Background: an optimization exercise with open tools, aiming at small area, a short achievable clock period and few clock cycles. Do not read the settings as production practice. RTL that was checked went through simulation tests only; none was proved equivalent to the original. For run 2, only the layout was checked, not whether the RTL still works. Power figures rest on the tool's default switching activity, not on a simulated workload.

==> flow/design.v, too long to show whole: its modules and the start of the top module <==
// module fir_mul: 1007 lines
// module fir_booth: 19 lines
// module ahb_lite_fir_filter: 166 lines
module ahb_lite_fir_filter
(
  input  wire        clk,
  input  wire        n_rst,
  input  wire        hsel,
  input  wire [3:0]  haddr,
  input  wire        hsize,
  input  wire [1:0]  htrans,
  input  wire        hwrite,
  input  wire [15:0] hwdata,
  output reg  [15:0] hrdata,
  output reg         hresp
);
  // ...
==> flow/flow/run.sh <==
#!/bin/bash
set -uo pipefail
export SETUP_SLACK_MARGIN=6.0
export BUFFER_PORTS_ARGS="-buffer_cell sky130_fd_sc_hd__buf_2"
export CTS_ARGS="-sink_clustering_enable -repair_clock_nets -sink_clustering_size 25 -sink_clustering_max_diameter 80 -buf_list sky130_fd_sc_hd__clkbuf_16 -dont_use_dummy_load"
R=orfs/results/sky130hd/ahb_lite_fir_filter/base
bash standard.sh synth > synth.log 2>&1 || exit 1
cp $R/1_2_yosys.v synth_netlist.v
python3 flow/polfa.py synth_netlist.v $R/1_2_yosys.v > polfa.log 2>&1 || exit 1
rm -f $R/1_synth.odb $R/1_synth.sdc
bash standard.sh > standard.log 2>&1
==> flow/flow/polfa.py <==
#!/usr/bin/env python3
"""Remove inverters around full adders in a Yosys gate netlist.

A full adder on complemented inputs gives complemented outputs:
FA(~a, ~b, ~c) = (~s, ~co). So each sky130 fa cell may be "flipped": it then
carries the complement of its original logical values, with no change to the
cell. This script picks flips that minimise the inverters needed between full
adders (and between full adders and other cells), removes the inverters next
to full adders and re-inserts only the ones still needed. An xor2/xnor2 whose
every consumer wants its complement is swapped to the other type instead.
The netlist's function is unchanged; no flip-flop is touched.

usage: polfa.py in.v out.v
"""
import re
import sys
import random
from collections import defaultdict

OUTS = {"X", "Y", "Q", "Q_N", "SUM", "COUT", "HI", "LO"}
P = "sky130_fd_sc_hd__"

src = open(sys.argv[1]).read()
inst_re = re.compile(r"^(\s*)(" + P + r"\w+)\s+(\S+)\s*\((.*?)\);\n", re.S | re.M)
pin_re = re.compile(r"\.(\w+)\(([^()]*)\)")

insts = {}      # name -> [type, {pin: raw net}]
order = []
spans = {}
for m in inst_re.finditer(src):
    typ, name, body = m.group(2), m.group(3), m.group(4)
    pins = {p: n for p, n in pin_re.findall(body)}
    insts[name] = [typ, pins]
    order.append(name)
    spans[name] = (m.start(), m.end())


def key(raw):
    return raw.strip()


drv = {}
loads = defaultdict(list)   # net -> [(inst, pin)]
for name, (typ, pins) in insts.items():
    for p, n in pins.items():
        k = key(n)
        if p in OUTS:
            drv[k] = (name, p)
        else:
            loads[k].append((name, p))

# nets that are module ports must not lose their driver: find port names
ports = set()
for m in re.finditer(r"^\s*(?:input|output)\s+(?:\[[^\]]*\]\s*)?(\S+);", src, re.M):
    ports.add(m.group(1))


def is_port(k):
    base = k.split("[")[0].lstrip("\\")
    return base in ports or k in ports


def ctype(name):
    return insts[name][0][len(P):]


fas = [n for n in order if ctype(n).startswith("fa_")]
faset = set(fas)


def is_inv(name):
    t = ctype(name)
    return t.startswith("inv_") or t.startswith("clkinv_")


# scope inverters: input driven by a full adder, or every load a full adder input
scope = set()
for name in order:
    if not is_inv(name):
        continue
    a = key(insts[name][1]["A"])
    y = key(insts[name][1]["Y"])
    if is_port(y) or is_port(a):
        continue
    d = drv.get(a)
    ls = loads[y]
    if (d and d[0] in faset) or (ls and all(l[0] in faset for l in ls)):
        scope.add(name)

# follow scope inverters back to a source: net -> (source net, parity)
def source(k):
    p = 0
    seen = 0
    while True:
        d = drv.get(k)
        if d and d[0] in scope:
            k = key(insts[d[0]][1]["A"])
            p ^= 1
            seen += 1
            if seen > 10:
                raise SystemExit("inverter loop")
        else:
            return k, p


# consumers: (consumer inst, pin, needed logical = source ^ parity)
# collect demands for every source net of interest
demands = defaultdict(list)   # src net -> [(inst, pin, parity)]
for name in order:
    if name in scope:
        continue
    for p, n in insts[name][1].items():
        if p in OUTS:
            continue
        k = key(n)
        s, par = source(k)
        d = drv.get(k)
        if (d and d[0] in scope) or (name in faset) or (drv.get(s) and drv[s][0] in faset):
            demands[s].append((name, p, par))
# port nets / loads outside instances: a scope inverter driving a port is excluded above

srcs = list(demands)


def src_flip(s, f):
    d = drv.get(s)
    if d and d[0] in faset:
        return f[d[0]]
    return 0


def swappable(s):
    d = drv.get(s)
    if d is None or ctype(d[0]).split("_")[0] not in ("xor2", "xnor2") or is_port(s):
        return False
    # every load of s must be a demand (or a removed inverter)
    dem = set((i, p) for i, p, _ in demands[s])
    return all(l in dem or l[0] in scope for l in loads[s])


def cost(f):
    c = 0
    for s in srcs:
        fs = src_flip(s, f)
        need = [par ^ fs ^ (f[i] if i in faset else 0) for i, _, par in demands[s]]
        if any(need):
            if all(need) and swappable(s):
                continue
            c += 1
    return c


f = {n: 0 for n in fas}
best = cost(f)
start_cost = best
touch = defaultdict(set)
for s in srcs:
    d = drv.get(s)
    if d and d[0] in faset:
        touch[d[0]].add(s)
    for i, _, _ in demands[s]:
        if i in faset:
            touch[i].add(s)


def local(s, f):
    fs = src_flip(s, f)
    need = [par ^ fs ^ (f[i] if i in faset else 0) for i, _, par in demands[s]]
    if any(need):
        if all(need) and swappable(s):
            return 0
        return 1
    return 0


rng = random.Random(1)
cur = dict(f)
curc = best
for rnd in range(40):
    improved = True
    while improved:
        improved = False
        for n in fas:
            before = sum(local(s, cur) for s in touch[n])
            cur[n] ^= 1
            after = sum(local(s, cur) for s in touch[n])
            if after < before:
                curc += after - before
                improved = True
            else:
                cur[n] ^= 1
    if curc < best:
        best, f = curc, dict(cur)
    # perturb
    cur = dict(f)
    curc = best
    for n in rng.sample(fas, max(1, len(fas) // 10)):
        before = sum(local(s, cur) for s in touch[n])
        cur[n] ^= 1
        curc += sum(local(s, cur) for s in touch[n]) - before

sys.stderr.write(f"polfa: {len(fas)} full adders, {len(scope)} inverters in scope, "
                 f"cost {start_cost} -> {best}, flipped {sum(f.values())}\n")

# ---- rebuild ----
newwires = []
newinst = []
rename = {}   # (inst, pin) -> raw net
swap = set()
cnt = 0
for s in srcs:
    fs = src_flip(s, f)
    need = [(i, p, par ^ fs ^ (f[i] if i in faset else 0)) for i, p, par in demands[s]]
    raw_s = s + (" " if s.startswith("\\") else "")
    if any(n for _, _, n in need) and all(n for _, _, n in need) and swappable(s):
        swap.add(drv[s][0])
        for i, p, _ in need:
            rename[(i, p)] = raw_s
        continue
    inv_net = None
    for i, p, n in need:
        if n:
            if inv_net is None:
                cnt += 1
                inv_net = f"_polinv{cnt}_"
                newwires.append(f"  wire {inv_net};\n")
                newinst.append(f"  {P}inv_1 _polinvc{cnt}_ (\n    .A({raw_s}),\n    .Y({inv_net})\n  );\n")
            rename[(i, p)] = inv_net
        else:
            rename[(i, p)] = raw_s

out = []
pos = 0
for name in order:
    a, b = spans[name]
    out.append(src[pos:a])
    pos = b
    if name in scope:
        continue
    typ, pins = insts[name]
    if name in swap:
        t = ctype(name)
        if t.startswith("xnor2"):
            typ = P + t.replace("xnor2", "xor2")
            pins = {("X" if p == "Y" else p): n for p, n in pins.items()}
        else:
            typ = P + t.replace("xor2", "xnor2")
            pins = {("Y" if p == "X" else p): n for p, n in pins.items()}
    body = ",\n".join(f"    .{p}({rename.get((name, p), n)})" for p, n in pins.items())
    out.append(f"  {typ} {name} (\n{body}\n  );\n")
rest = src[pos:]
text = "".join(out)
# declare new wires after the last existing wire declaration
idx = text.rfind("  wire ")
idx = text.index("\n", idx) + 1
text = text[:idx] + "".join(newwires) + text[idx:]
rest = "".join(newinst) + rest
open(sys.argv[2], "w").write(text + rest)
==> flow/standard.sh <==
#!/bin/bash
# synth_recipe.tcl (not shown) runs the flow's synth.tcl, then flattens the netlist and writes it again
# the make line also repeats each setting of config.mk as NAME=value (left out here)
make -C /OpenROAD-flow-scripts/flow DESIGN_CONFIG=/design/flow/config.mk WORK_HOME=/design/flow/orfs CLKGATE_MAP_FILE= SYNTH_SCRIPT=/design/flow/synth_recipe.tcl "${@:-finish}"
==> flow/config.mk <==
export PLATFORM = sky130hd
export DESIGN_NAME = ahb_lite_fir_filter
export DESIGN_NICKNAME = ahb_lite_fir_filter
export VERILOG_FILES = /design/flow/design.v
export SDC_FILE = /design/flow/constraint.sdc
export NUM_CORES = 4
export LEC_CHECK = 0
export CAP_MARGIN = 0
export CORE_MARGIN = 2
export CORE_UTILIZATION = 70
export CTS_BUF_LIST = sky130_fd_sc_hd__clkbuf_16
export CTS_CLUSTER_DIAMETER = 80
export CTS_CLUSTER_SIZE = 25
export SLEW_MARGIN = 0
==> flow/constraint.sdc <==
create_clock -name core_clock -period 11.0 [get_ports {clk}]
set_input_delay 2.2000 -clock core_clock [delete_from_list [all_inputs] [get_ports {clk}]]
set_output_delay 2.2000 -clock core_clock [all_outputs]
set_load 0.01 [all_outputs]
==> PnR_summary.wiki, run 1 <==
{| class="wikitable"
! Metric !! Value
|-
| Result of the run || timing/DRC/antenna clean
|-
| Fraction of power consumed by sequential logic || 0.584
|-
| Remaining antenna violation count after routing || 0
|-
| Clock insertion delay at the later pin of the skew report || 0.50 ns
|-
| Start point of the worst min-delay path || s_c1
|-
| Hold Violations, Final || 0
|-
| Vias per cell || 6.57
|-
| Leading cell category by total area || multi-input combinational cells
|-
| Final Slew Violations || 0
|-
| Switching part of the total || 0.254
|-
| Power in the clock group || 584 uW
|-
| Most crowded layer after global routing || met2
|-
| Via count || 12500
|-
| Crit path launch || htrans[0]
|-
| Number of cells on the worst hold path || 0
|-
| Family of cells with the greatest summed delay on the critical path || buffers and inverters
|-
| Wire length after detailed routing || 44.2 mm
|-
| Antenna violations before repair || 1
|-
| Crit path setup slack, layout || 6.02 ns
|-
| Number of levels in the clock H-tree || 1
|-
| Total Nets Final || 1778
|-
| Peak Freq || 201 MHz
|-
| Floorplan die width || 165 um
|-
| Synthesized cell area || 0.0181 mm^2
|-
| M1 wire length || 18.3 mm
|-
| TritonCTS clock tree || done
|-
| Number of fillers in the final layout || 1734
|-
| Count of buffers inserted at the top-level ports || 43
|-
| Sequential cell area || 0.00766 mm^2
|-
| Slowest Stage Delay on Critical Path || 0.22 ns
|-
| Post-synthesis net count || 1813
|-
| Placeable Area || 0.0253 mm^2
|-
| Clock Sink Count || 298
|-
| Leak || 0.00818 uW
|-
| Data arrival, critical path || 2.78 ns
|-
| Power Combinational || 296 uW
|-
| CLK BUF || 16
|-
| Post-synthesis area per instance || 11.3 um^2
|-
| # DRC || 0
|-
| Placed wire-length estimate || 32.0 mm
|-
| Register name with the most flops || acc
|-
| Post-cts sizing count || 60
|-
| Endpoint of the lowest-slack register-to-register path || mr[15]
|}
Testbench counts, summed over its fixed seeds: cycles 4,104.
==> module fir_mul, before the edit <==
module fir_mul
(
  input  wire [15:0] a,
  input  wire [8:0]  one,
  input  wire [7:0]  two,
  input  wire [7:0]  neg,
  output wire [15:0] m
);
  wire pp1;
  wire pp2;
  wire pp3;
  wire pp4;
  wire pp5;
  wire pp6;
  wire pp7;
  wire pp8;
  wire pp9;
  wire pp10;
  wire pp11;
  wire pp12;
  wire pp13;
  wire pp14;
  wire pp15;
  wire pp16;
  wire pp17;
  wire pp18;
  wire pp19;
  wire pp20;
  wire pp21;
  wire pp22;
  wire pp23;
  wire pp24;
  wire pp25;
  wire pp26;
  wire pp27;
  wire pp28;
  wire pp29;
  wire pp30;
  wire pp31;
  wire pp32;
  wire pp33;
  wire pp34;
  wire pp35;
  wire pp36;
  wire pp37;
  wire pp38;
  wire pp39;
  wire pp40;
  wire pp41;
  wire pp42;
  wire pp43;
  wire pp44;
  wire pp45;
  wire pp46;
  wire pp47;
  wire pp48;
  wire pp49;
  wire pp50;
  wire pp51;
  wire pp52;
  wire pp53;
  wire pp54;
  wire pp55;
  wire pp56;
  wire pp57;
  wire pp58;
  wire pp59;
  wire pp60;
  wire pp61;
  wire pp62;
  wire pp63;
  wire pp64;
  wire pp65;
  wire pp66;
  wire pp67;
  wire pp68;
  wire pp69;
  wire pp70;
  wire pp71;
  wire pp72;
  wire pp73;
  wire pp74;
  wire pp75;
  wire pp76;
  wire pp77;
  wire pp78;
  wire pp79;
  wire pp80;
  wire pp81;
  wire pp82;
  wire pp83;
  wire pp84;
  wire pp85;
  wire pp86;
  wire pp87;
  wire pp88;
  wire pp89;
  wire pp90;
  wire pp91;
  wire pp92;
  wire pp93;
  wire pp94;
  wire pp95;
  wire pp96;
  wire pp97;
  wire pp98;
  wire pp99;
  wire pp100;
  wire pp101;
  wire pp102;
  wire pp103;
  wire pp104;
  wire pp105;
  wire pp106;
  wire pp107;
  wire pp108;
  wire pp109;
  wire pp110;
  wire pp111;
  wire pp112;
  wire pp113;
  wire pp114;
  wire pp115;
  wire pp116;
  wire pp117;
  wire pp118;
  wire pp119;
  wire pp120;
  wire pp121;
  wire pp122;
  wire pp123;
  wire pp124;
  wire pp125;
  wire pp126;
  wire pp127;
  wire pp128;
  wire pp129;
  wire pp130;
  wire pp131;
  wire pp132;
  wire pp133;
  wire pp134;
  wire pp135;
  wire pp136;
  wire pp137;
  wire pp138;
  wire pp139;
  wire pp140;
  wire pp141;
  wire pp142;
  wire pp143;
  wire pp144;
  wire pp145;
  wire pp146;
  wire pp147;
  wire pp148;
  wire pp149;
  wire pp150;
  wire pp151;
  wire pp152;
  wire s153;
  wire c154;
  wire s155;
  wire c156;
  wire s157;
  wire c158;
  wire s159;
  wire c160;
  wire s161;
  wire c162;
  wire s163;
  wire c164;
  wire s165;
  wire c166;
  wire s167;
  wire c168;
  wire s169;
  wire c170;
  wire s171;
  wire c172;
  wire s173;
  wire c174;
  wire s175;
  wire c176;
  wire s177;
  wire c178;
  wire s179;
  wire c180;
  wire s181;
  wire c182;
  wire s183;
  wire c184;
  wire s185;
  wire c186;
  wire s187;
  wire c188;
  wire s189;
  wire c190;
  wire s191;
  wire c192;
  wire s193;
  wire c194;
  wire s195;
  wire c196;
  wire s197;
  wire c198;
  wire s199;
  wire c200;
  wire s201;
  wire c202;
  wire s203;
  wire c204;
  wire s205;
  wire c206;
  wire s207;
  wire c208;
  wire s209;
  wire c210;
  wire s211;
  wire c212;
  wire s213;
  wire c214;
  wire s215;
  wire c216;
  wire s217;
  wire c218;
  wire s219;
  wire c220;
  wire s221;
  wire c222;
  wire s223;
  wire c224;
  wire s225;
  wire c226;
  wire s227;
  wire c228;
  wire s229;
  wire c230;
  wire s231;
  wire c232;
  wire s233;
  wire c234;
  wire s235;
  wire c236;
  wire s237;
  wire c238;
  wire s239;
  wire c240;
  wire s241;
  wire c242;
  wire s243;
  wire c244;
  wire s245;
  wire c246;
  wire s247;
  wire c248;
  wire s249;
  wire c250;
  wire s251;
  wire c252;
  wire s253;
  wire c254;
  wire s255;
  wire c256;
  wire s257;
  wire c258;
  wire s259;
  wire c260;
  wire s261;
  wire c262;
  wire s263;
  wire c264;
  wire s265;
  wire c266;
  wire s267;
  wire c268;
  wire s269;
  wire c270;
  wire s271;
  wire c272;
  wire s273;
  wire c274;
  wire s275;
  wire c276;
  wire s277;
  wire c278;
  wire s279;
  wire c280;
  wire s281;
  wire c282;
  wire s283;
  wire c284;
  wire s285;
  wire c286;
  wire s287;
  wire c288;
  wire s289;
  wire c290;
  wire s291;
  wire c292;
  wire s293;
  wire c294;
  wire s295;
  wire c296;
  wire s297;
  wire c298;
  wire s299;
  wire c300;
  wire s301;
  wire c302;
  wire s303;
  wire c304;
  wire s305;
  wire c306;
  wire s307;
  wire c308;
  wire s309;
  wire c310;
  wire s311;
  wire c312;
  wire s313;
  wire c314;
  wire s315;
  wire c316;
  wire s317;
  wire c318;
  wire s319;
  wire c320;
  wire s321;
  wire c322;
  wire s323;
  wire c324;
  wire s325;
  wire c326;
  wire s327;
  wire c328;
  wire s329;
  wire c330;
  wire s331;
  wire c332;
  wire s333;
  wire c334;
  wire s335;
  wire c336;
  wire s337;
  wire c338;
  wire s339;
  wire c340;
  wire s341;
  wire c342;
  wire s343;
  wire c344;
  wire s345;
  wire c346;
  wire s347;
  wire c348;
  wire s349;
  wire c350;
  wire s351;
  wire c352;
  wire s353;
  wire c354;
  wire s355;
  wire c356;
  wire s357;
  wire c358;
  wire s359;
  wire c360;
  wire s361;
  wire c362;
  wire s363;
  wire c364;
  wire s365;
  wire c366;
  wire s367;
  wire c368;
  wire s369;
  wire c370;
  wire s371;
  wire c372;
  wire s373;
  wire c374;
  wire s375;
  wire c376;
  wire s377;
  wire c378;
  wire s379;
  wire c380;
  wire s381;
  wire c382;
  wire s383;
  wire c384;
  wire s385;
  wire c386;
  wire s387;
  wire c388;
  wire s389;
  wire c390;
  wire s391;
  wire c392;
  wire s393;
  wire c394;
  wire s395;
  wire c396;
  wire s397;
  wire c398;
  wire s399;
  wire c400;
  wire s401;
  wire c402;
  wire s403;
  wire c404;
  wire s405;
  wire c406;
  wire s407;
  wire c408;
  wire s409;
  wire c410;
  wire s411;
  wire c412;
  wire s413;
  wire c414;
  assign pp1 = ((one[0] & a[0])) ^ neg[0];
  assign pp2 = ((one[0] & a[1]) | (two[0] & a[0])) ^ neg[0];
  assign pp3 = ((one[0] & a[2]) | (two[0] & a[1])) ^ neg[0];
  assign pp4 = ((one[0] & a[3]) | (two[0] & a[2])) ^ neg[0];
  assign pp5 = ((one[0] & a[4]) | (two[0] & a[3])) ^ neg[0];
  assign pp6 = ((one[0] & a[5]) | (two[0] & a[4])) ^ neg[0];
  assign pp7 = ((one[0] & a[6]) | (two[0] & a[5])) ^ neg[0];
  assign pp8 = ((one[0] & a[7]) | (two[0] & a[6])) ^ neg[0];
  assign pp9 = ((one[0] & a[8]) | (two[0] & a[7])) ^ neg[0];
  assign pp10 = ((one[0] & a[9]) | (two[0] & a[8])) ^ neg[0];
  assign pp11 = ((one[0] & a[10]) | (two[0] & a[9])) ^ neg[0];
  assign pp12 = ((one[0] & a[11]) | (two[0] & a[10])) ^ neg[0];
  assign pp13 = ((one[0] & a[12]) | (two[0] & a[11])) ^ neg[0];
  assign pp14 = ((one[0] & a[13]) | (two[0] & a[12])) ^ neg[0];
  assign pp15 = ((one[0] & a[14]) | (two[0] & a[13])) ^ neg[0];
  assign pp16 = ((one[0] & a[15]) | (two[0] & a[14])) ^ neg[0];
  assign pp17 = ((two[0] & a[15])) ^ neg[0];
  assign pp18 = ((one[1] & a[0])) ^ neg[1];
  assign pp19 = ((one[1] & a[1]) | (two[1] & a[0])) ^ neg[1];
  assign pp20 = ((one[1] & a[2]) | (two[1] & a[1])) ^ neg[1];
  assign pp21 = ((one[1] & a[3]) | (two[1] & a[2])) ^ neg[1];
  assign pp22 = ((one[1] & a[4]) | (two[1] & a[3])) ^ neg[1];
  assign pp23 = ((one[1] & a[5]) | (two[1] & a[4])) ^ neg[1];
  assign pp24 = ((one[1] & a[6]) | (two[1] & a[5])) ^ neg[1];
  assign pp25 = ((one[1] & a[7]) | (two[1] & a[6])) ^ neg[1];
  assign pp26 = ((one[1] & a[8]) | (two[1] & a[7])) ^ neg[1];
  assign pp27 = ((one[1] & a[9]) | (two[1] & a[8])) ^ neg[1];
  assign pp28 = ((one[1] & a[10]) | (two[1] & a[9])) ^ neg[1];
  assign pp29 = ((one[1] & a[11]) | (two[1] & a[10])) ^ neg[1];
  assign pp30 = ((one[1] & a[12]) | (two[1] & a[11])) ^ neg[1];
  assign pp31 = ((one[1] & a[13]) | (two[1] & a[12])) ^ neg[1];
  assign pp32 = ((one[1] & a[14]) | (two[1] & a[13])) ^ neg[1];
  assign pp33 = ((one[1] & a[15]) | (two[1] & a[14])) ^ neg[1];
  assign pp34 = ((two[1] & a[15])) ^ neg[1];
  assign pp35 = ((one[2] & a[0])) ^ neg[2];
  assign pp36 = ((one[2] & a[1]) | (two[2] & a[0])) ^ neg[2];
  assign pp37 = ((one[2] & a[2]) | (two[2] & a[1])) ^ neg[2];
  assign pp38 = ((one[2] & a[3]) | (two[2] & a[2])) ^ neg[2];
  assign pp39 = ((one[2] & a[4]) | (two[2] & a[3])) ^ neg[2];
  assign pp40 = ((one[2] & a[5]) | (two[2] & a[4])) ^ neg[2];
  assign pp41 = ((one[2] & a[6]) | (two[2] & a[5])) ^ neg[2];
  assign pp42 = ((one[2] & a[7]) | (two[2] & a[6])) ^ neg[2];
  assign pp43 = ((one[2] & a[8]) | (two[2] & a[7])) ^ neg[2];
  assign pp44 = ((one[2] & a[9]) | (two[2] & a[8])) ^ neg[2];
  assign pp45 = ((one[2] & a[10]) | (two[2] & a[9])) ^ neg[2];
  assign pp46 = ((one[2] & a[11]) | (two[2] & a[10])) ^ neg[2];
  assign pp47 = ((one[2] & a[12]) | (two[2] & a[11])) ^ neg[2];
  assign pp48 = ((one[2] & a[13]) | (two[2] & a[12])) ^ neg[2];
  assign pp49 = ((one[2] & a[14]) | (two[2] & a[13])) ^ neg[2];
  assign pp50 = ((one[2] & a[15]) | (two[2] & a[14])) ^ neg[2];
  assign pp51 = ((two[2] & a[15])) ^ neg[2];
  assign pp52 = ((one[3] & a[0])) ^ neg[3];
  assign pp53 = ((one[3] & a[1]) | (two[3] & a[0])) ^ neg[3];
  assign pp54 = ((one[3] & a[2]) | (two[3] & a[1])) ^ neg[3];
  assign pp55 = ((one[3] & a[3]) | (two[3] & a[2])) ^ neg[3];
  assign pp56 = ((one[3] & a[4]) | (two[3] & a[3])) ^ neg[3];
  assign pp57 = ((one[3] & a[5]) | (two[3] & a[4])) ^ neg[3];
  assign pp58 = ((one[3] & a[6]) | (two[3] & a[5])) ^ neg[3];
  assign pp59 = ((one[3] & a[7]) | (two[3] & a[6])) ^ neg[3];
  assign pp60 = ((one[3] & a[8]) | (two[3] & a[7])) ^ neg[3];
  assign pp61 = ((one[3] & a[9]) | (two[3] & a[8])) ^ neg[3];
  assign pp62 = ((one[3] & a[10]) | (two[3] & a[9])) ^ neg[3];
  assign pp63 = ((one[3] & a[11]) | (two[3] & a[10])) ^ neg[3];
  assign pp64 = ((one[3] & a[12]) | (two[3] & a[11])) ^ neg[3];
  assign pp65 = ((one[3] & a[13]) | (two[3] & a[12])) ^ neg[3];
  assign pp66 = ((one[3] & a[14]) | (two[3] & a[13])) ^ neg[3];
  assign pp67 = ((one[3] & a[15]) | (two[3] & a[14])) ^ neg[3];
  assign pp68 = ((two[3] & a[15])) ^ neg[3];
  assign pp69 = ((one[4] & a[0])) ^ neg[4];
  assign pp70 = ((one[4] & a[1]) | (two[4] & a[0])) ^ neg[4];
  assign pp71 = ((one[4] & a[2]) | (two[4] & a[1])) ^ neg[4];
  assign pp72 = ((one[4] & a[3]) | (two[4] & a[2])) ^ neg[4];
  assign pp73 = ((one[4] & a[4]) | (two[4] & a[3])) ^ neg[4];
  assign pp74 = ((one[4] & a[5]) | (two[4] & a[4])) ^ neg[4];
  assign pp75 = ((one[4] & a[6]) | (two[4] & a[5])) ^ neg[4];
  assign pp76 = ((one[4] & a[7]) | (two[4] & a[6])) ^ neg[4];
  assign pp77 = ((one[4] & a[8]) | (two[4] & a[7])) ^ neg[4];
  assign pp78 = ((one[4] & a[9]) | (two[4] & a[8])) ^ neg[4];
  assign pp79 = ((one[4] & a[10]) | (two[4] & a[9])) ^ neg[4];
  assign pp80 = ((one[4] & a[11]) | (two[4] & a[10])) ^ neg[4];
  assign pp81 = ((one[4] & a[12]) | (two[4] & a[11])) ^ neg[4];
  assign pp82 = ((one[4] & a[13]) | (two[4] & a[12])) ^ neg[4];
  assign pp83 = ((one[4] & a[14]) | (two[4] & a[13])) ^ neg[4];
  assign pp84 = ((one[4] & a[15]) | (two[4] & a[14])) ^ neg[4];
  assign pp85 = ((two[4] & a[15])) ^ neg[4];
  assign pp86 = ((one[5] & a[0])) ^ neg[5];
  assign pp87 = ((one[5] & a[1]) | (two[5] & a[0])) ^ neg[5];
  assign pp88 = ((one[5] & a[2]) | (two[5] & a[1])) ^ neg[5];
  assign pp89 = ((one[5] & a[3]) | (two[5] & a[2])) ^ neg[5];
  assign pp90 = ((one[5] & a[4]) | (two[5] & a[3])) ^ neg[5];
  assign pp91 = ((one[5] & a[5]) | (two[5] & a[4])) ^ neg[5];
  assign pp92 = ((one[5] & a[6]) | (two[5] & a[5])) ^ neg[5];
  assign pp93 = ((one[5] & a[7]) | (two[5] & a[6])) ^ neg[5];
  assign pp94 = ((one[5] & a[8]) | (two[5] & a[7])) ^ neg[5];
  assign pp95 = ((one[5] & a[9]) | (two[5] & a[8])) ^ neg[5];
  assign pp96 = ((one[5] & a[10]) | (two[5] & a[9])) ^ neg[5];
  assign pp97 = ((one[5] & a[11]) | (two[5] & a[10])) ^ neg[5];
  assign pp98 = ((one[5] & a[12]) | (two[5] & a[11])) ^ neg[5];
  assign pp99 = ((one[5] & a[13]) | (two[5] & a[12])) ^ neg[5];
  assign pp100 = ((one[5] & a[14]) | (two[5] & a[13])) ^ neg[5];
  assign pp101 = ((one[5] & a[15]) | (two[5] & a[14])) ^ neg[5];
  assign pp102 = ((two[5] & a[15])) ^ neg[5];
  assign pp103 = ((one[6] & a[0])) ^ neg[6];
  assign pp104 = ((one[6] & a[1]) | (two[6] & a[0])) ^ neg[6];
  assign pp105 = ((one[6] & a[2]) | (two[6] & a[1])) ^ neg[6];
  assign pp106 = ((one[6] & a[3]) | (two[6] & a[2])) ^ neg[6];
  assign pp107 = ((one[6] & a[4]) | (two[6] & a[3])) ^ neg[6];
  assign pp108 = ((one[6] & a[5]) | (two[6] & a[4])) ^ neg[6];
  assign pp109 = ((one[6] & a[6]) | (two[6] & a[5])) ^ neg[6];
  assign pp110 = ((one[6] & a[7]) | (two[6] & a[6])) ^ neg[6];
  assign pp111 = ((one[6] & a[8]) | (two[6] & a[7])) ^ neg[6];
  assign pp112 = ((one[6] & a[9]) | (two[6] & a[8])) ^ neg[6];
  assign pp113 = ((one[6] & a[10]) | (two[6] & a[9])) ^ neg[6];
  assign pp114 = ((one[6] & a[11]) | (two[6] & a[10])) ^ neg[6];
  assign pp115 = ((one[6] & a[12]) | (two[6] & a[11])) ^ neg[6];
  assign pp116 = ((one[6] & a[13]) | (two[6] & a[12])) ^ neg[6];
  assign pp117 = ((one[6] & a[14]) | (two[6] & a[13])) ^ neg[6];
  assign pp118 = ((one[6] & a[15]) | (two[6] & a[14])) ^ neg[6];
  assign pp119 = ((two[6] & a[15])) ^ neg[6];
  assign pp120 = ((one[7] & a[0])) ^ neg[7];
  assign pp121 = ((one[7] & a[1]) | (two[7] & a[0])) ^ neg[7];
  assign pp122 = ((one[7] & a[2]) | (two[7] & a[1])) ^ neg[7];
  assign pp123 = ((one[7] & a[3]) | (two[7] & a[2])) ^ neg[7];
  assign pp124 = ((one[7] & a[4]) | (two[7] & a[3])) ^ neg[7];
  assign pp125 = ((one[7] & a[5]) | (two[7] & a[4])) ^ neg[7];
  assign pp126 = ((one[7] & a[6]) | (two[7] & a[5])) ^ neg[7];
  assign pp127 = ((one[7] & a[7]) | (two[7] & a[6])) ^ neg[7];
  assign pp128 = ((one[7] & a[8]) | (two[7] & a[7])) ^ neg[7];
  assign pp129 = ((one[7] & a[9]) | (two[7] & a[8])) ^ neg[7];
  assign pp130 = ((one[7] & a[10]) | (two[7] & a[9])) ^ neg[7];
  assign pp131 = ((one[7] & a[11]) | (two[7] & a[10])) ^ neg[7];
  assign pp132 = ((one[7] & a[12]) | (two[7] & a[11])) ^ neg[7];
  assign pp133 = ((one[7] & a[13]) | (two[7] & a[12])) ^ neg[7];
  assign pp134 = ((one[7] & a[14]) | (two[7] & a[13])) ^ neg[7];
  assign pp135 = ((one[7] & a[15]) | (two[7] & a[14])) ^ neg[7];
  assign pp136 = ((two[7] & a[15])) ^ neg[7];
  assign pp137 = one[8] & a[0];
  assign pp138 = one[8] & a[1];
  assign pp139 = one[8] & a[2];
  assign pp140 = one[8] & a[3];
  assign pp141 = one[8] & a[4];
  assign pp142 = one[8] & a[5];
  assign pp143 = one[8] & a[6];
  assign pp144 = one[8] & a[7];
  assign pp145 = one[8] & a[8];
  assign pp146 = one[8] & a[9];
  assign pp147 = one[8] & a[10];
  assign pp148 = one[8] & a[11];
  assign pp149 = one[8] & a[12];
  assign pp150 = one[8] & a[13];
  assign pp151 = one[8] & a[14];
  assign pp152 = one[8] & a[15];
  assign s153 = pp11 ^ pp26;
  assign c154 = pp11 & pp26;
  assign s155 = pp12 ^ pp27;
  assign c156 = pp12 & pp27;
  assign s157 = pp13 ^ pp28 ^ pp43;
  assign c158 = (pp13 & pp28) | (pp13 & pp43) | (pp28 & pp43);
  assign s159 = pp58 ^ pp73;
  assign c160 = pp58 & pp73;
  assign s161 = pp14 ^ pp29 ^ pp44;
  assign c162 = (pp14 & pp29) | (pp14 & pp44) | (pp29 & pp44);
  assign s163 = pp59 ^ pp74;
  assign c164 = pp59 & pp74;
  assign s165 = pp15 ^ pp30 ^ pp45;
  assign c166 = (pp15 & pp30) | (pp15 & pp45) | (pp30 & pp45);
  assign s167 = pp60 ^ pp75 ^ pp90;
  assign c168 = (pp60 & pp75) | (pp60 & pp90) | (pp75 & pp90);
  assign s169 = pp105 ^ pp120;
  assign c170 = pp105 & pp120;
  assign s171 = pp16 ^ pp31 ^ pp46;
  assign c172 = (pp16 & pp31) | (pp16 & pp46) | (pp31 & pp46);
  assign s173 = pp61 ^ pp76 ^ pp91;
  assign c174 = (pp61 & pp76) | (pp61 & pp91) | (pp76 & pp91);
  assign s175 = pp106 ^ pp121;
  assign c176 = pp106 & pp121;
  assign s177 = pp17 ^ pp32 ^ pp47;
  assign c178 = (pp17 & pp32) | (pp17 & pp47) | (pp32 & pp47);
  assign s179 = pp62 ^ pp77 ^ pp92;
  assign c180 = (pp62 & pp77) | (pp62 & pp92) | (pp77 & pp92);
  assign s181 = pp107 ^ pp122 ^ pp137;
  assign c182 = (pp107 & pp122) | (pp107 & pp137) | (pp122 & pp137);
  assign s183 = pp33 ^ pp48 ^ pp63;
  assign c184 = (pp33 & pp48) | (pp33 & pp63) | (pp48 & pp63);
  assign s185 = pp78 ^ pp93 ^ pp108;
  assign c186 = (pp78 & pp93) | (pp78 & pp108) | (pp93 & pp108);
  assign s187 = pp123 ^ pp138 ^ neg[0];
  assign c188 = (pp123 & pp138) | (pp123 & neg[0]) | (pp138 & neg[0]);
  assign s189 = pp34 ^ pp49 ^ pp64;
  assign c190 = (pp34 & pp49) | (pp34 & pp64) | (pp49 & pp64);
  assign s191 = pp79 ^ pp94 ^ pp109;
  assign c192 = (pp79 & pp94) | (pp79 & pp109) | (pp94 & pp109);
  assign s193 = pp124 ^ pp139 ^ neg[0];
  assign c194 = (pp124 & pp139) | (pp124 & neg[0]) | (pp139 & neg[0]);
  assign s195 = pp50 ^ pp65 ^ pp80;
  assign c196 = (pp50 & pp65) | (pp50 & pp80) | (pp65 & pp80);
  assign s197 = pp95 ^ pp110 ^ pp125;
  assign c198 = (pp95 & pp110) | (pp95 & pp125) | (pp110 & pp125);
  assign s199 = pp140 ^ ~neg[0] ^ ~neg[1];
  assign c200 = (pp140 & ~neg[0]) | (pp140 & ~neg[1]) | (~neg[0] & ~neg[1]);
  assign s201 = pp51 ^ pp66 ^ pp81;
  assign c202 = (pp51 & pp66) | (pp51 & pp81) | (pp66 & pp81);
  assign s203 = pp96 ^ pp111 ^ pp126;
  assign c204 = (pp96 & pp111) | (pp96 & pp126) | (pp111 & pp126);
  assign s205 = pp141 ^ 1'b1;
  assign c206 = pp141 & 1'b1;
  assign s207 = pp67 ^ pp82 ^ pp97;
  assign c208 = (pp67 & pp82) | (pp67 & pp97) | (pp82 & pp97);
  assign s209 = pp112 ^ pp127 ^ pp142;
  assign c210 = (pp112 & pp127) | (pp112 & pp142) | (pp127 & pp142);
  assign s211 = pp68 ^ pp83 ^ pp98;
  assign c212 = (pp68 & pp83) | (pp68 & pp98) | (pp83 & pp98);
  assign s213 = pp113 ^ pp128;
  assign c214 = pp113 & pp128;
  assign s215 = pp84 ^ pp99 ^ pp114;
  assign c216 = (pp84 & pp99) | (pp84 & pp114) | (pp99 & pp114);
  assign s217 = pp85 ^ pp100;
  assign c218 = pp85 & pp100;
  assign s219 = pp7 ^ pp22;
  assign c220 = pp7 & pp22;
  assign s221 = pp8 ^ pp23;
  assign c222 = pp8 & pp23;
  assign s223 = pp9 ^ pp24 ^ pp39;
  assign c224 = (pp9 & pp24) | (pp9 & pp39) | (pp24 & pp39);
  assign s225 = pp54 ^ pp69;
  assign c226 = pp54 & pp69;
  assign s227 = pp10 ^ pp25 ^ pp40;
  assign c228 = (pp10 & pp25) | (pp10 & pp40) | (pp25 & pp40);
  assign s229 = pp55 ^ pp70;
  assign c230 = pp55 & pp70;
  assign s231 = s153 ^ pp41 ^ pp56;
  assign c232 = (s153 & pp41) | (s153 & pp56) | (pp41 & pp56);
  assign s233 = pp71 ^ pp86 ^ neg[5];
  assign c234 = (pp71 & pp86) | (pp71 & neg[5]) | (pp86 & neg[5]);
  assign s235 = c154 ^ s155 ^ pp42;
  assign c236 = (c154 & s155) | (c154 & pp42) | (s155 & pp42);
  assign s237 = pp57 ^ pp72 ^ pp87;
  assign c238 = (pp57 & pp72) | (pp57 & pp87) | (pp72 & pp87);
  assign s239 = c156 ^ s157 ^ s159;
  assign c240 = (c156 & s157) | (c156 & s159) | (s157 & s159);
  assign s241 = pp88 ^ pp103 ^ neg[6];
  assign c242 = (pp88 & pp103) | (pp88 & neg[6]) | (pp103 & neg[6]);
  assign s243 = c158 ^ c160 ^ s161;
  assign c244 = (c158 & c160) | (c158 & s161) | (c160 & s161);
  assign s245 = s163 ^ pp89 ^ pp104;
  assign c246 = (s163 & pp89) | (s163 & pp104) | (pp89 & pp104);
  assign s247 = c162 ^ c164 ^ s165;
  assign c248 = (c162 & c164) | (c162 & s165) | (c164 & s165);
  assign s249 = s167 ^ s169 ^ neg[7];
  assign c250 = (s167 & s169) | (s167 & neg[7]) | (s169 & neg[7]);
  assign s251 = c166 ^ c168 ^ c170;
  assign c252 = (c166 & c168) | (c166 & c170) | (c168 & c170);
  assign s253 = s171 ^ s173 ^ s175;
  assign c254 = (s171 & s173) | (s171 & s175) | (s173 & s175);
  assign s255 = c172 ^ c174 ^ c176;
  assign c256 = (c172 & c174) | (c172 & c176) | (c174 & c176);
  assign s257 = s177 ^ s179 ^ s181;
  assign c258 = (s177 & s179) | (s177 & s181) | (s179 & s181);
  assign s259 = c178 ^ c180 ^ c182;
  assign c260 = (c178 & c180) | (c178 & c182) | (c180 & c182);
  assign s261 = s183 ^ s185 ^ s187;
  assign c262 = (s183 & s185) | (s183 & s187) | (s185 & s187);
  assign s263 = c184 ^ c186 ^ c188;
  assign c264 = (c184 & c186) | (c184 & c188) | (c186 & c188);
  assign s265 = s189 ^ s191 ^ s193;
  assign c266 = (s189 & s191) | (s189 & s193) | (s191 & s193);
  assign s267 = c190 ^ c192 ^ c194;
  assign c268 = (c190 & c192) | (c190 & c194) | (c192 & c194);
  assign s269 = s195 ^ s197 ^ s199;
  assign c270 = (s195 & s197) | (s195 & s199) | (s197 & s199);
  assign s271 = c196 ^ c198 ^ c200;
  assign c272 = (c196 & c198) | (c196 & c200) | (c198 & c200);
  assign s273 = s201 ^ s203 ^ s205;
  assign c274 = (s201 & s203) | (s201 & s205) | (s203 & s205);
  assign s275 = c202 ^ c204 ^ c206;
  assign c276 = (c202 & c204) | (c202 & c206) | (c204 & c206);
  assign s277 = s207 ^ s209 ^ ~neg[2];
  assign c278 = (s207 & s209) | (s207 & ~neg[2]) | (s209 & ~neg[2]);
  assign s279 = c208 ^ c210 ^ s211;
  assign c280 = (c208 & c210) | (c208 & s211) | (c210 & s211);
  assign s281 = s213 ^ pp143 ^ 1'b1;
  assign c282 = (s213 & pp143) | (s213 & 1'b1) | (pp143 & 1'b1);
  assign s283 = c212 ^ c214 ^ s215;
  assign c284 = (c212 & c214) | (c212 & s215) | (c214 & s215);
  assign s285 = pp129 ^ pp144 ^ ~neg[3];
  assign c286 = (pp129 & pp144) | (pp129 & ~neg[3]) | (pp144 & ~neg[3]);
  assign s287 = c216 ^ s217 ^ pp115;
  assign c288 = (c216 & s217) | (c216 & pp115) | (s217 & pp115);
  assign s289 = pp130 ^ pp145 ^ 1'b1;
  assign c290 = (pp130 & pp145) | (pp130 & 1'b1) | (pp145 & 1'b1);
  assign s291 = c218 ^ pp101 ^ pp116;
  assign c292 = (c218 & pp101) | (c218 & pp116) | (pp101 & pp116);
  assign s293 = pp131 ^ pp146 ^ ~neg[4];
  assign c294 = (pp131 & pp146) | (pp131 & ~neg[4]) | (pp146 & ~neg[4]);
  assign s295 = pp102 ^ pp117 ^ pp132;
  assign c296 = (pp102 & pp117) | (pp102 & pp132) | (pp117 & pp132);
  assign s297 = pp147 ^ 1'b1;
  assign c298 = pp147 & 1'b1;
  assign s299 = pp118 ^ pp133 ^ pp148;
  assign c300 = (pp118 & pp133) | (pp118 & pp148) | (pp133 & pp148);
  assign s301 = pp119 ^ pp134;
  assign c302 = pp119 & pp134;
  assign s303 = pp5 ^ pp20;
  assign c304 = pp5 & pp20;
  assign s305 = pp6 ^ pp21;
  assign c306 = pp6 & pp21;
  assign s307 = s219 ^ pp37 ^ pp52;
  assign c308 = (s219 & pp37) | (s219 & pp52) | (pp37 & pp52);
  assign s309 = c220 ^ s221 ^ pp38;
  assign c310 = (c220 & s221) | (c220 & pp38) | (s221 & pp38);
  assign s311 = c222 ^ s223 ^ s225;
  assign c312 = (c222 & s223) | (c222 & s225) | (s223 & s225);
  assign s313 = c224 ^ c226 ^ s227;
  assign c314 = (c224 & c226) | (c224 & s227) | (c226 & s227);
  assign s315 = c228 ^ c230 ^ s231;
  assign c316 = (c228 & c230) | (c228 & s231) | (c230 & s231);
  assign s317 = c232 ^ c234 ^ s235;
  assign c318 = (c232 & c234) | (c232 & s235) | (c234 & s235);
  assign s319 = c236 ^ c238 ^ s239;
  assign c320 = (c236 & c238) | (c236 & s239) | (c238 & s239);
  assign s321 = c240 ^ c242 ^ s243;
  assign c322 = (c240 & c242) | (c240 & s243) | (c242 & s243);
  assign s323 = c244 ^ c246 ^ s247;
  assign c324 = (c244 & c246) | (c244 & s247) | (c246 & s247);
  assign s325 = c248 ^ c250 ^ s251;
  assign c326 = (c248 & c250) | (c248 & s251) | (c250 & s251);
  assign s327 = c252 ^ c254 ^ s255;
  assign c328 = (c252 & c254) | (c252 & s255) | (c254 & s255);
  assign s329 = c256 ^ c258 ^ s259;
  assign c330 = (c256 & c258) | (c256 & s259) | (c258 & s259);
  assign s331 = c260 ^ c262 ^ s263;
  assign c332 = (c260 & c262) | (c260 & s263) | (c262 & s263);
  assign s333 = c264 ^ c266 ^ s267;
  assign c334 = (c264 & c266) | (c264 & s267) | (c266 & s267);
  assign s335 = c268 ^ c270 ^ s271;
  assign c336 = (c268 & c270) | (c268 & s271) | (c270 & s271);
  assign s337 = c272 ^ c274 ^ s275;
  assign c338 = (c272 & c274) | (c272 & s275) | (c274 & s275);
  assign s339 = c276 ^ c278 ^ s279;
  assign c340 = (c276 & c278) | (c276 & s279) | (c278 & s279);
  assign s341 = c280 ^ c282 ^ s283;
  assign c342 = (c280 & c282) | (c280 & s283) | (c282 & s283);
  assign s343 = c284 ^ c286 ^ s287;
  assign c344 = (c284 & c286) | (c284 & s287) | (c286 & s287);
  assign s345 = c288 ^ c290 ^ s291;
  assign c346 = (c288 & c290) | (c288 & s291) | (c290 & s291);
  assign s347 = c292 ^ c294 ^ s295;
  assign c348 = (c292 & c294) | (c292 & s295) | (c294 & s295);
  assign s349 = c296 ^ c298 ^ s299;
  assign c350 = (c296 & c298) | (c296 & s299) | (c298 & s299);
  assign s351 = c300 ^ s301 ^ pp149;
  assign c352 = (c300 & s301) | (c300 & pp149) | (s301 & pp149);
  assign s353 = c302 ^ pp135 ^ pp150;
  assign c354 = (c302 & pp135) | (c302 & pp150) | (pp135 & pp150);
  assign s355 = pp136 ^ pp151;
  assign c356 = pp136 & pp151;
  assign s357 = pp3 ^ pp18;
  assign c358 = pp3 & pp18;
  assign s359 = pp4 ^ pp19;
  assign c360 = pp4 & pp19;
  assign s361 = s303 ^ pp35 ^ neg[2];
  assign c362 = (s303 & pp35) | (s303 & neg[2]) | (pp35 & neg[2]);
  assign s363 = c304 ^ s305 ^ pp36;
  assign c364 = (c304 & s305) | (c304 & pp36) | (s305 & pp36);
  assign s365 = c306 ^ s307 ^ neg[3];
  assign c366 = (c306 & s307) | (c306 & neg[3]) | (s307 & neg[3]);
  assign s367 = c308 ^ s309 ^ pp53;
  assign c368 = (c308 & s309) | (c308 & pp53) | (s309 & pp53);
  assign s369 = c310 ^ s311 ^ neg[4];
  assign c370 = (c310 & s311) | (c310 & neg[4]) | (s311 & neg[4]);
  assign s371 = c312 ^ s313 ^ s229;
  assign c372 = (c312 & s313) | (c312 & s229) | (s313 & s229);
  assign s373 = c314 ^ s315 ^ s233;
  assign c374 = (c314 & s315) | (c314 & s233) | (s315 & s233);
  assign s375 = c316 ^ s317 ^ s237;
  assign c376 = (c316 & s317) | (c316 & s237) | (s317 & s237);
  assign s377 = c318 ^ s319 ^ s241;
  assign c378 = (c318 & s319) | (c318 & s241) | (s319 & s241);
  assign s379 = c320 ^ s321 ^ s245;
  assign c380 = (c320 & s321) | (c320 & s245) | (s321 & s245);
  assign s381 = c322 ^ s323 ^ s249;
  assign c382 = (c322 & s323) | (c322 & s249) | (s323 & s249);
  assign s383 = c324 ^ s325 ^ s253;
  assign c384 = (c324 & s325) | (c324 & s253) | (s325 & s253);
  assign s385 = c326 ^ s327 ^ s257;
  assign c386 = (c326 & s327) | (c326 & s257) | (s327 & s257);
  assign s387 = c328 ^ s329 ^ s261;
  assign c388 = (c328 & s329) | (c328 & s261) | (s329 & s261);
  assign s389 = c330 ^ s331 ^ s265;
  assign c390 = (c330 & s331) | (c330 & s265) | (s331 & s265);
  assign s391 = c332 ^ s333 ^ s269;
  assign c392 = (c332 & s333) | (c332 & s269) | (s333 & s269);
  assign s393 = c334 ^ s335 ^ s273;
  assign c394 = (c334 & s335) | (c334 & s273) | (s335 & s273);
  assign s395 = c336 ^ s337 ^ s277;
  assign c396 = (c336 & s337) | (c336 & s277) | (s337 & s277);
  assign s397 = c338 ^ s339 ^ s281;
  assign c398 = (c338 & s339) | (c338 & s281) | (s339 & s281);
  assign s399 = c340 ^ s341 ^ s285;
  assign c400 = (c340 & s341) | (c340 & s285) | (s341 & s285);
  assign s401 = c342 ^ s343 ^ s289;
  assign c402 = (c342 & s343) | (c342 & s289) | (s343 & s289);
  assign s403 = c344 ^ s345 ^ s293;
  assign c404 = (c344 & s345) | (c344 & s293) | (s345 & s293);
  assign s405 = c346 ^ s347 ^ s297;
  assign c406 = (c346 & s347) | (c346 & s297) | (s347 & s297);
  assign s407 = c348 ^ s349 ^ ~neg[5];
  assign c408 = (c348 & s349) | (c348 & ~neg[5]) | (s349 & ~neg[5]);
  assign s409 = c350 ^ s351 ^ 1'b1;
  assign c410 = (c350 & s351) | (c350 & 1'b1) | (s351 & 1'b1);
  assign s411 = c352 ^ s353 ^ ~neg[6];
  assign c412 = (c352 & s353) | (c352 & ~neg[6]) | (s353 & ~neg[6]);
  assign s413 = c354 ^ s355 ^ 1'b1;
  assign c414 = (c354 & s355) | (c354 & 1'b1) | (s355 & 1'b1);
  wire [30:0] r0 = {c412, c410, c408, c406, c404, c402, c400, c398, c396, c394, c392, c390, c388, c386, c384, c382, c380, c378, c376, c374, c372, c370, c368, c366, c364, c362, c360, c358, s357, pp2, pp1};
  wire [30:0] r1 = {s413, s411, s409, s407, s405, s403, s401, s399, s397, s395, s393, s391, s389, s387, s385, s383, s381, s379, s377, s375, s373, s371, s369, s367, s365, s363, s361, s359, neg[1], 1'b0, neg[0]};
  wire [30:0] g0 = r0 & r1;
  wire [30:0] p0 = r0 ^ r1;
  wire G1 = g0[1] | (p0[1] & g0[0]);
  wire P1 = p0[1] & p0[0];
  wire G2 = g0[3] | (p0[3] & g0[2]);
  wire P2 = p0[3] & p0[2];
  wire G3 = g0[5] | (p0[5] & g0[4]);
  wire P3 = p0[5] & p0[4];
  wire G4 = g0[7] | (p0[7] & g0[6]);
  wire P4 = p0[7] & p0[6];
  wire G5 = g0[9] | (p0[9] & g0[8]);
  wire P5 = p0[9] & p0[8];
  wire G6 = g0[11] | (p0[11] & g0[10]);
  wire P6 = p0[11] & p0[10];
  wire G7 = g0[13] | (p0[13] & g0[12]);
  wire P7 = p0[13] & p0[12];
  wire G8 = g0[15] | (p0[15] & g0[14]);
  wire P8 = p0[15] & p0[14];
  wire G9 = g0[17] | (p0[17] & g0[16]);
  wire P9 = p0[17] & p0[16];
  wire G10 = g0[19] | (p0[19] & g0[18]);
  wire P10 = p0[19] & p0[18];
  wire G11 = g0[21] | (p0[21] & g0[20]);
  wire P11 = p0[21] & p0[20];
  wire G12 = g0[23] | (p0[23] & g0[22]);
  wire P12 = p0[23] & p0[22];
  wire G13 = g0[25] | (p0[25] & g0[24]);
  wire P13 = p0[25] & p0[24];
  wire G14 = g0[27] | (p0[27] & g0[26]);
  wire P14 = p0[27] & p0[26];
  wire G15 = g0[29] | (p0[29] & g0[28]);
  wire P15 = p0[29] & p0[28];
  wire G16 = g0[2] | (p0[2] & G1);
  wire P16 = p0[2] & P1;
  wire G17 = G2 | (P2 & G1);
  wire P17 = P2 & P1;
  wire G18 = g0[6] | (p0[6] & G3);
  wire P18 = p0[6] & P3;
  wire G19 = G4 | (P4 & G3);
  wire P19 = P4 & P3;
  wire G20 = g0[10] | (p0[10] & G5);
  wire P20 = p0[10] & P5;
  wire G21 = G6 | (P6 & G5);
  wire P21 = P6 & P5;
  wire G22 = g0[14] | (p0[14] & G7);
  wire P22 = p0[14] & P7;
  wire G23 = G8 | (P8 & G7);
  wire P23 = P8 & P7;
  wire G24 = g0[18] | (p0[18] & G9);
  wire P24 = p0[18] & P9;
  wire G25 = G10 | (P10 & G9);
  wire P25 = P10 & P9;
  wire G26 = g0[22] | (p0[22] & G11);
  wire P26 = p0[22] & P11;
  wire G27 = G12 | (P12 & G11);
  wire P27 = P12 & P11;
  wire G28 = g0[26] | (p0[26] & G13);
  wire P28 = p0[26] & P13;
  wire G29 = G14 | (P14 & G13);
  wire P29 = P14 & P13;
  wire G30 = g0[30] | (p0[30] & G15);
  wire P30 = p0[30] & P15;
  wire G31 = g0[4] | (p0[4] & G17);
  wire P31 = p0[4] & P17;
  wire G32 = G3 | (P3 & G17);
  wire P32 = P3 & P17;
  wire G33 = G18 | (P18 & G17);
  wire P33 = P18 & P17;
  wire G34 = G19 | (P19 & G17);
  wire P34 = P19 & P17;
  wire G35 = g0[12] | (p0[12] & G21);
  wire P35 = p0[12] & P21;
  wire G36 = G7 | (P7 & G21);
  wire P36 = P7 & P21;
  wire G37 = G22 | (P22 & G21);
  wire P37 = P22 & P21;
  wire G38 = G23 | (P23 & G21);
  wire P38 = P23 & P21;
  wire G39 = g0[20] | (p0[20] & G25);
  wire P39 = p0[20] & P25;
  wire G40 = G11 | (P11 & G25);
  wire P40 = P11 & P25;
  wire G41 = G26 | (P26 & G25);
  wire P41 = P26 & P25;
  wire G42 = G27 | (P27 & G25);
  wire P42 = P27 & P25;
  wire G43 = g0[28] | (p0[28] & G29);
  wire P43 = p0[28] & P29;
  wire G44 = G15 | (P15 & G29);
  wire P44 = P15 & P29;
  wire G45 = G30 | (P30 & G29);
  wire P45 = P30 & P29;
  wire G46 = g0[8] | (p0[8] & G34);
  wire P46 = p0[8] & P34;
  wire G47 = G5 | (P5 & G34);
  wire P47 = P5 & P34;
  wire G48 = G20 | (P20 & G34);
  wire P48 = P20 & P34;
  wire G49 = G21 | (P21 & G34);
  wire P49 = P21 & P34;
  wire G50 = G35 | (P35 & G34);
  wire P50 = P35 & P34;
  wire G51 = G36 | (P36 & G34);
  wire P51 = P36 & P34;
  wire G52 = G37 | (P37 & G34);
  wire P52 = P37 & P34;
  wire G53 = G38 | (P38 & G34);
  wire P53 = P38 & P34;
  wire G54 = g0[24] | (p0[24] & G42);
  wire P54 = p0[24] & P42;
  wire G55 = G13 | (P13 & G42);
  wire P55 = P13 & P42;
  wire G56 = G28 | (P28 & G42);
  wire P56 = P28 & P42;
  wire G57 = G29 | (P29 & G42);
  wire P57 = P29 & P42;
  wire G58 = G43 | (P43 & G42);
  wire P58 = P43 & P42;
  wire G59 = G44 | (P44 & G42);
  wire P59 = P44 & P42;
  wire G60 = G45 | (P45 & G42);
  wire P60 = P45 & P42;
  wire G61 = g0[16] | (p0[16] & G53);
  wire P61 = p0[16] & P53;
  wire G62 = G9 | (P9 & G53);
  wire P62 = P9 & P53;
  wire G63 = G24 | (P24 & G53);
  wire P63 = P24 & P53;
  wire G64 = G25 | (P25 & G53);
  wire P64 = P25 & P53;
  wire G65 = G39 | (P39 & G53);
  wire P65 = P39 & P53;
  wire G66 = G40 | (P40 & G53);
  wire P66 = P40 & P53;
  wire G67 = G41 | (P41 & G53);
  wire P67 = P41 & P53;
  wire G68 = G42 | (P42 & G53);
  wire P68 = P42 & P53;
  wire G69 = G54 | (P54 & G53);
  wire P69 = P54 & P53;
  wire G70 = G55 | (P55 & G53);
  wire P70 = P55 & P53;
  wire G71 = G56 | (P56 & G53);
  wire P71 = P56 & P53;
  wire G72 = G57 | (P57 & G53);
  wire P72 = P57 & P53;
  wire G73 = G58 | (P58 & G53);
  wire P73 = P58 & P53;
  wire G74 = G59 | (P59 & G53);
  wire P74 = P59 & P53;
  wire G75 = G60 | (P60 & G53);
  wire P75 = P60 & P53;
  assign m[0] = p0[15] ^ G52;
  assign m[1] = p0[16] ^ G53;
  assign m[2] = p0[17] ^ G61;
  assign m[3] = p0[18] ^ G62;
  assign m[4] = p0[19] ^ G63;
  assign m[5] = p0[20] ^ G64;
  assign m[6] = p0[21] ^ G65;
  assign m[7] = p0[22] ^ G66;
  assign m[8] = p0[23] ^ G67;
  assign m[9] = p0[24] ^ G68;
  assign m[10] = p0[25] ^ G69;
  assign m[11] = p0[26] ^ G70;
  assign m[12] = p0[27] ^ G71;
  assign m[13] = p0[28] ^ G72;
  assign m[14] = p0[29] ^ G73;
  assign m[15] = p0[30] ^ G74;
endmodule
==> inputs of run 2 (changes only) <==
--- a/flow/design.v
+++ b/flow/design.v
@@ -838,22 +838,23 @@
   wire [30:0] r1 = {s413, s411, s409, s407, s405, s403, s401, s399, s397, s395, s393, s391, s389, s387, s385, s383, s381, s379, s377, s375, s373, s371, s369, s367, s365, s363, s361, s359, neg[1], 1'b0, neg[0]};
   wire [30:0] g0 = r0 & r1;
   wire [30:0] p0 = r0 ^ r1;
-  wire G1 = g0[1] | (p0[1] & g0[0]);
-  wire P1 = p0[1] & p0[0];
-  wire G2 = g0[3] | (p0[3] & g0[2]);
-  wire P2 = p0[3] & p0[2];
-  wire G3 = g0[5] | (p0[5] & g0[4]);
-  wire P3 = p0[5] & p0[4];
-  wire G4 = g0[7] | (p0[7] & g0[6]);
-  wire P4 = p0[7] & p0[6];
-  wire G5 = g0[9] | (p0[9] & g0[8]);
-  wire P5 = p0[9] & p0[8];
-  wire G6 = g0[11] | (p0[11] & g0[10]);
-  wire P6 = p0[11] & p0[10];
-  wire G7 = g0[13] | (p0[13] & g0[12]);
-  wire P7 = p0[13] & p0[12];
+  wire [14:0] q0 = r0[14:0] | r1[14:0];
+  wire G1 = g0[1] | (q0[1] & g0[0]);
+  wire P1 = q0[1] & q0[0];
+  wire G2 = g0[3] | (q0[3] & g0[2]);
+  wire P2 = q0[3] & q0[2];
+  wire G3 = g0[5] | (q0[5] & g0[4]);
+  wire P3 = q0[5] & q0[4];
+  wire G4 = g0[7] | (q0[7] & g0[6]);
+  wire P4 = q0[7] & q0[6];
+  wire G5 = g0[9] | (q0[9] & g0[8]);
+  wire P5 = q0[9] & q0[8];
+  wire G6 = g0[11] | (q0[11] & g0[10]);
+  wire P6 = q0[11] & q0[10];
+  wire G7 = g0[13] | (q0[13] & g0[12]);
+  wire P7 = q0[13] & q0[12];
   wire G8 = g0[15] | (p0[15] & g0[14]);
-  wire P8 = p0[15] & p0[14];
+  wire P8 = p0[15] & q0[14];
   wire G9 = g0[17] | (p0[17] & g0[16]);
   wire P9 = p0[17] & p0[16];
   wire G10 = g0[19] | (p0[19] & g0[18]);
@@ -868,20 +869,20 @@
   wire P14 = p0[27] & p0[26];
   wire G15 = g0[29] | (p0[29] & g0[28]);
   wire P15 = p0[29] & p0[28];
-  wire G16 = g0[2] | (p0[2] & G1);
-  wire P16 = p0[2] & P1;
+  wire G16 = g0[2] | (q0[2] & G1);
+  wire P16 = q0[2] & P1;
   wire G17 = G2 | (P2 & G1);
   wire P17 = P2 & P1;
-  wire G18 = g0[6] | (p0[6] & G3);
-  wire P18 = p0[6] & P3;
+  wire G18 = g0[6] | (q0[6] & G3);
+  wire P18 = q0[6] & P3;
   wire G19 = G4 | (P4 & G3);
   wire P19 = P4 & P3;
-  wire G20 = g0[10] | (p0[10] & G5);
-  wire P20 = p0[10] & P5;
+  wire G20 = g0[10] | (q0[10] & G5);
+  wire P20 = q0[10] & P5;
   wire G21 = G6 | (P6 & G5);
   wire P21 = P6 & P5;
-  wire G22 = g0[14] | (p0[14] & G7);
-  wire P22 = p0[14] & P7;
+  wire G22 = g0[14] | (q0[14] & G7);
+  wire P22 = q0[14] & P7;
   wire G23 = G8 | (P8 & G7);
   wire P23 = P8 & P7;
   wire G24 = g0[18] | (p0[18] & G9);
@@ -898,16 +899,16 @@
   wire P29 = P14 & P13;
   wire G30 = g0[30] | (p0[30] & G15);
   wire P30 = p0[30] & P15;
-  wire G31 = g0[4] | (p0[4] & G17);
-  wire P31 = p0[4] & P17;
+  wire G31 = g0[4] | (q0[4] & G17);
+  wire P31 = q0[4] & P17;
   wire G32 = G3 | (P3 & G17);
   wire P32 = P3 & P17;
   wire G33 = G18 | (P18 & G17);
   wire P33 = P18 & P17;
   wire G34 = G19 | (P19 & G17);
   wire P34 = P19 & P17;
-  wire G35 = g0[12] | (p0[12] & G21);
-  wire P35 = p0[12] & P21;
+  wire G35 = g0[12] | (q0[12] & G21);
+  wire P35 = q0[12] & P21;
   wire G36 = G7 | (P7 & G21);
   wire P36 = P7 & P21;
   wire G37 = G22 | (P22 & G21);
@@ -928,8 +929,8 @@
   wire P44 = P15 & P29;
   wire G45 = G30 | (P30 & G29);
   wire P45 = P30 & P29;
-  wire G46 = g0[8] | (p0[8] & G34);
-  wire P46 = p0[8] & P34;
+  wire G46 = g0[8] | (q0[8] & G34);
+  wire P46 = q0[8] & P34;
   wire G47 = G5 | (P5 & G34);
   wire P47 = P5 & P34;
   wire G48 = G20 | (P20 & G34);
@@ -1059,6 +1060,7 @@
   reg        vc, vx1, vx2;         
   reg [17:0] acc;                  
   reg [15:0] res;                  
+  reg        rv;                   
   reg        err;
   reg [15:0] mr;                   
   reg [15:0] ma;                   
@@ -1121,7 +1123,7 @@
       f0 <= '0; f1 <= '0; f2 <= '0; f3 <= '0;
       vc <= 1'b0; vx1 <= 1'b0; vx2 <= 1'b0;
       acc <= '0;
-      res <= '0;
+      rv <= 1'b0;
       err <= 1'b0;
       s_0 <= 1'b0; u <= 1'b0; s_c1 <= 1'b0; s_c2 <= 1'b0; s_c3 <= 1'b0;
       s_a3 <= 1'b0; g2 <= 1'b0;
@@ -1153,12 +1155,14 @@
       else if (g2)
         err <= err_now;
       if (g2)
-        res <= sum[15:0] ^ {16{dneg}};
+        rv <= 1'b1;
       if (s_c2 | s_c3 | s_a3)
         acc <= sum;
     end
   end
   always_ff @(posedge clk) begin
+    if (g2)
+      res <= sum[15:0] ^ {16{dneg}};
     if (start) begin
       x1 <= smp;
       x2 <= x1;
@@ -1187,6 +1191,6 @@
   always_comb begin
     hrdata = 16'd0;
     for (int k = 0; k < 7; k++)
-      hrdata = hrdata | ({{8{rhi[k]}}, {8{rlo[k]}}} & r_hl[k]);
+      hrdata = hrdata | ({{8{rhi[k] & (rv | k != 1)}}, {8{rlo[k] & (rv | k != 1)}}} & r_hl[k]);
   end
 endmodule
--- a/flow/config.mk
+++ b/flow/config.mk
@@ -5,10 +5,10 @@
 export SDC_FILE = /design/flow/constraint.sdc
 export NUM_CORES = 4
 export LEC_CHECK = 0
-export CAP_MARGIN = 0
+export CAP_MARGIN = 20
 export CORE_MARGIN = 2
 export CORE_UTILIZATION = 70
 export CTS_BUF_LIST = sky130_fd_sc_hd__clkbuf_16
 export CTS_CLUSTER_DIAMETER = 80
 export CTS_CLUSTER_SIZE = 25
-export SLEW_MARGIN = 0
+export SLEW_MARGIN = 20
==> PnR_summary.wiki, run 2 <==
{| class="wikitable"
! Metric !! Value
|-
| Remaining antenna violation count after routing || 0 (unchanged)
|-
| Antenna violations before repair || 1 (unchanged)
|-
| Hold-critical path endpoint || s_c2 (unchanged)
|-
| Synthesized cell area || 0.0180 mm^2 (was 0.0181 mm^2)
|-
| Start point of the worst min-delay path || s_c1 (unchanged)
|-
| Clock insertion delay at the later pin of the skew report || 0.52 ns (was 0.50 ns)
|-
| Accumulated negative setup slack || 0 ns (unchanged)
|-
| Die footprint || 0.0270 mm^2 (was 0.0272 mm^2)
|-
| Number of fillers in the final layout || 1517 (was 1734)
|-
| Post-route non-filler standard cell count || 1981 (was 1901)
|-
| Number of buffers created by CTS || 17 (was 16)
|-
| Die Span Y || 164 um (was 165 um)
|-
| Endpoint of the lowest-slack register-to-register path || mr[14] (was mr[15])
|-
| Placed wire-length estimate || 31.3 mm (was 32.0 mm)
|-
| Number of cells on the worst hold path || 0 (unchanged)
|-
| # DRC || 0 (unchanged)
|-
| Number of levels in the clock H-tree || 1 (unchanged)
|-
| First-pass GRT wire length || 69.5 mm (was 69.4 mm)
|-
| Sequential cell area || 0.00780 mm^2 (was 0.00766 mm^2)
|-
| Data arrival, critical path || 2.72 ns (was 2.78 ns)
|-
| Layout cell share with drive strength beyond 1 || 0.211 (was 0.158)
|-
| Most crowded layer after global routing || met2 (unchanged)
|-
| Most common cell after layout, fill and taps aside || sky130_fd_sc_hd__xnor2_1 (was sky130_fd_sc_hd__a22oi_1)
|-
| Post-synthesis area per instance || 11.2 um^2 (was 11.3 um^2)
|-
| Fraction of met3 tracks used by global routing || 0.0487 (was 0.0429)
|-
| Wire length after detailed routing || 46.9 mm (was 44.2 mm)
|-
| Total power draw || 2240 uW (was 2110 uW)
|-
| Wirelength per Cell || 23.7 um (was 23.2 um)
|-
| Total Nets Final || 1845 (was 1778)
|-
| Number of placed I/O pins || 44 (unchanged)
|-
| Vias per cell || 6.55 (was 6.57)
|-
| Relative area change from synthesis to final layout || 11.1% (was 5.79%)
|-
| Yosys warns || 1 (unchanged)
|-
| Count of buffers inserted at the top-level ports || 43 (unchanged)
|-
| Via count || 13000 (was 12500)
|-
| Peak Freq || 203 MHz (was 201 MHz)
|-
| Fraction of power consumed by sequential logic || 0.571 (was 0.584)
|-
| Final Slew Violations || 0 (unchanged)
|-
| Switching part of the total || 0.264 (was 0.254)
|-
| Slowest Stage Delay on Critical Path || 0.13 ns (was 0.22 ns)
|-
| Register name with the most flops || acc (unchanged)
|-
| Leak || 0.00836 uW (was 0.00818 uW)
|-
| TritonCTS clock tree || done (unchanged)
|-
| Hold Violations, Final || 0 (unchanged)
|-
| Placeable Area || 0.0252 mm^2 (was 0.0253 mm^2)
|-
| Floorplan die width || 164 um (was 165 um)
|-
| Result of the run || timing/DRC/antenna clean (unchanged)
|-
| Clock Sink Count || 299 (was 298)
|-
| Post-synthesis net count || 1797 (was 1813)
|}
==> run 2: cell types whose count changed in the layout (fill, tap and decap cells not counted), moves of 11 or more <==
cell | before | now
sky130_fd_sc_hd__nand3_1 | 28 | 17
sky130_fd_sc_hd__mux2_2 | 78 | 66
sky130_fd_sc_hd__dfxtp_4 | 23 | 35
sky130_fd_sc_hd__ha_1 | 71 | 55
sky130_fd_sc_hd__a222oi_1 | 1 | 31
sky130_fd_sc_hd__a22oi_1 | 177 | 121
sky130_fd_sc_hd__inv_1 | 72 | 91
sky130_fd_sc_hd__dfrtp_1 | 126 | 111
sky130_fd_sc_hd__buf_4 | 27 | 94
sky130_fd_sc_hd__dfxtp_2 | 15 | 2
sky130_fd_sc_hd__edfxtp_1 | 96 | 112
sky130_fd_sc_hd__a22oi_2 | 5 | 17
sky130_fd_sc_hd__nand2_1 | 100 | 128
==> run 2: what timing repair did <==
action	4_1_cts	5_1_grt
gates resized for setup	49	110
buffers inserted	0	95
hold buffers	0	0
pin swaps	1	37
endpoints found under the setup margin	27	25
cloned	0	1
==> run 2: how the worst max path moves through the flow <==
stage	slack [ns]	startpoint	cells after the start	to
after detailed placement	5.46	bneg[3]	17	mr[14]
after global placement	5.62	bneg[3]	17	mr[14]
after CTS	5.92	ma[7]	17	mr[14]
after floorplan	6.01	bneg[3]	18	mr[14]
final	6.08	haddr[2]	5	hresp
after global routing	5.93	ma[10]	15	mr[14]
==> run 2: worst max-delay path, delay by kind of cell <==
family          cells  cell delay (ns)
compound gates      1             0.10
buf+inv             2             0.25
simple gates        2             0.17
==> run 2: metrics by stage <==
step | hold slack (ns) | setup WS [ns] | instance area (um^2)
4_1_cts | 0.356 | 5.92 | 18700
3_5_place_dp | 0.370 | 5.46 | 18200
6_report | 0.360 | 6.08 | 20000
3_3_place_gp | 0.368 | 5.62 | 18200
2_1_floorplan | 0.352 | 6.01 | 18000
5_1_grt | 0.385 | 5.93 | 20000
==> run 2: metal layers <==
| metal | vias up | part of all wire |
|---|---|---|
| li1 | 5721 | - |
| met1 | 6420 | 0.40 |
| met2 | 667 | 0.48 |
| met3 | 169 | 0.078 |
| met4 | 2 | 0.045 |
| met5 | - | 0.00021 |
==> run 2: cell type report <==
cell class / count / area share
well taps: 330 / 0.0207
clock buffers: 17 / 0.0213
repair buffers: 153 / 0.0584
flip-flops and latches: 299 / 0.390
multi-input cells: 1086 / 0.491
inverters: 96 / 0.0184
==> run 2: power groups by stage <==
| stage | clock network [uW] | logic [uW] | registers (uW) |
|---|---|---|---|
| after floorplan | 0 | 241 | 1280 |
| after global placement | 0 | 313 | 1300 |
| after detailed placement | 0 | 323 | 1310 |
| after CTS | 620 | 325 | 1280 |
| after global routing | 659 | 379 | 1280 |
| final | 614 | 346 | 1280 |

-- what the ideal ports hide --
How much do the figures lean on ideal ports? The routed layouts below were timed once more, with nothing changed but the port constraints. Step 1 assumes that a clkbuf_16 drives the clock port and a buf_2 every other input. Step 2, shift: input delay + t, output delay - t, t = (earliest + latest rising clock arrival at the registers) / 2. This alone moves slack from input paths to output paths. Three values: no drivers, after step 1, after step 2; two values: the first two.
run | t (ns) | setup WS [ns] | worst hold slack (ns) | latest minus earliest clock arrival (ns)
run 1 | 0.527 | 6.025 / 5.993 / 5.993 | 0.405 / 0.405 / 0.405 | 0.046 / 0.046
run 2 | 0.532 | 6.078 / 6.009 / 6.009 | 0.360 / 0.360 / 0.360 | 0.074 / 0.074
After both steps every run listed still meets setup and hold. The setup slack of run 2, which loses most, moves by -0.069 ns with the drivers and by -0.069 ns with both steps.
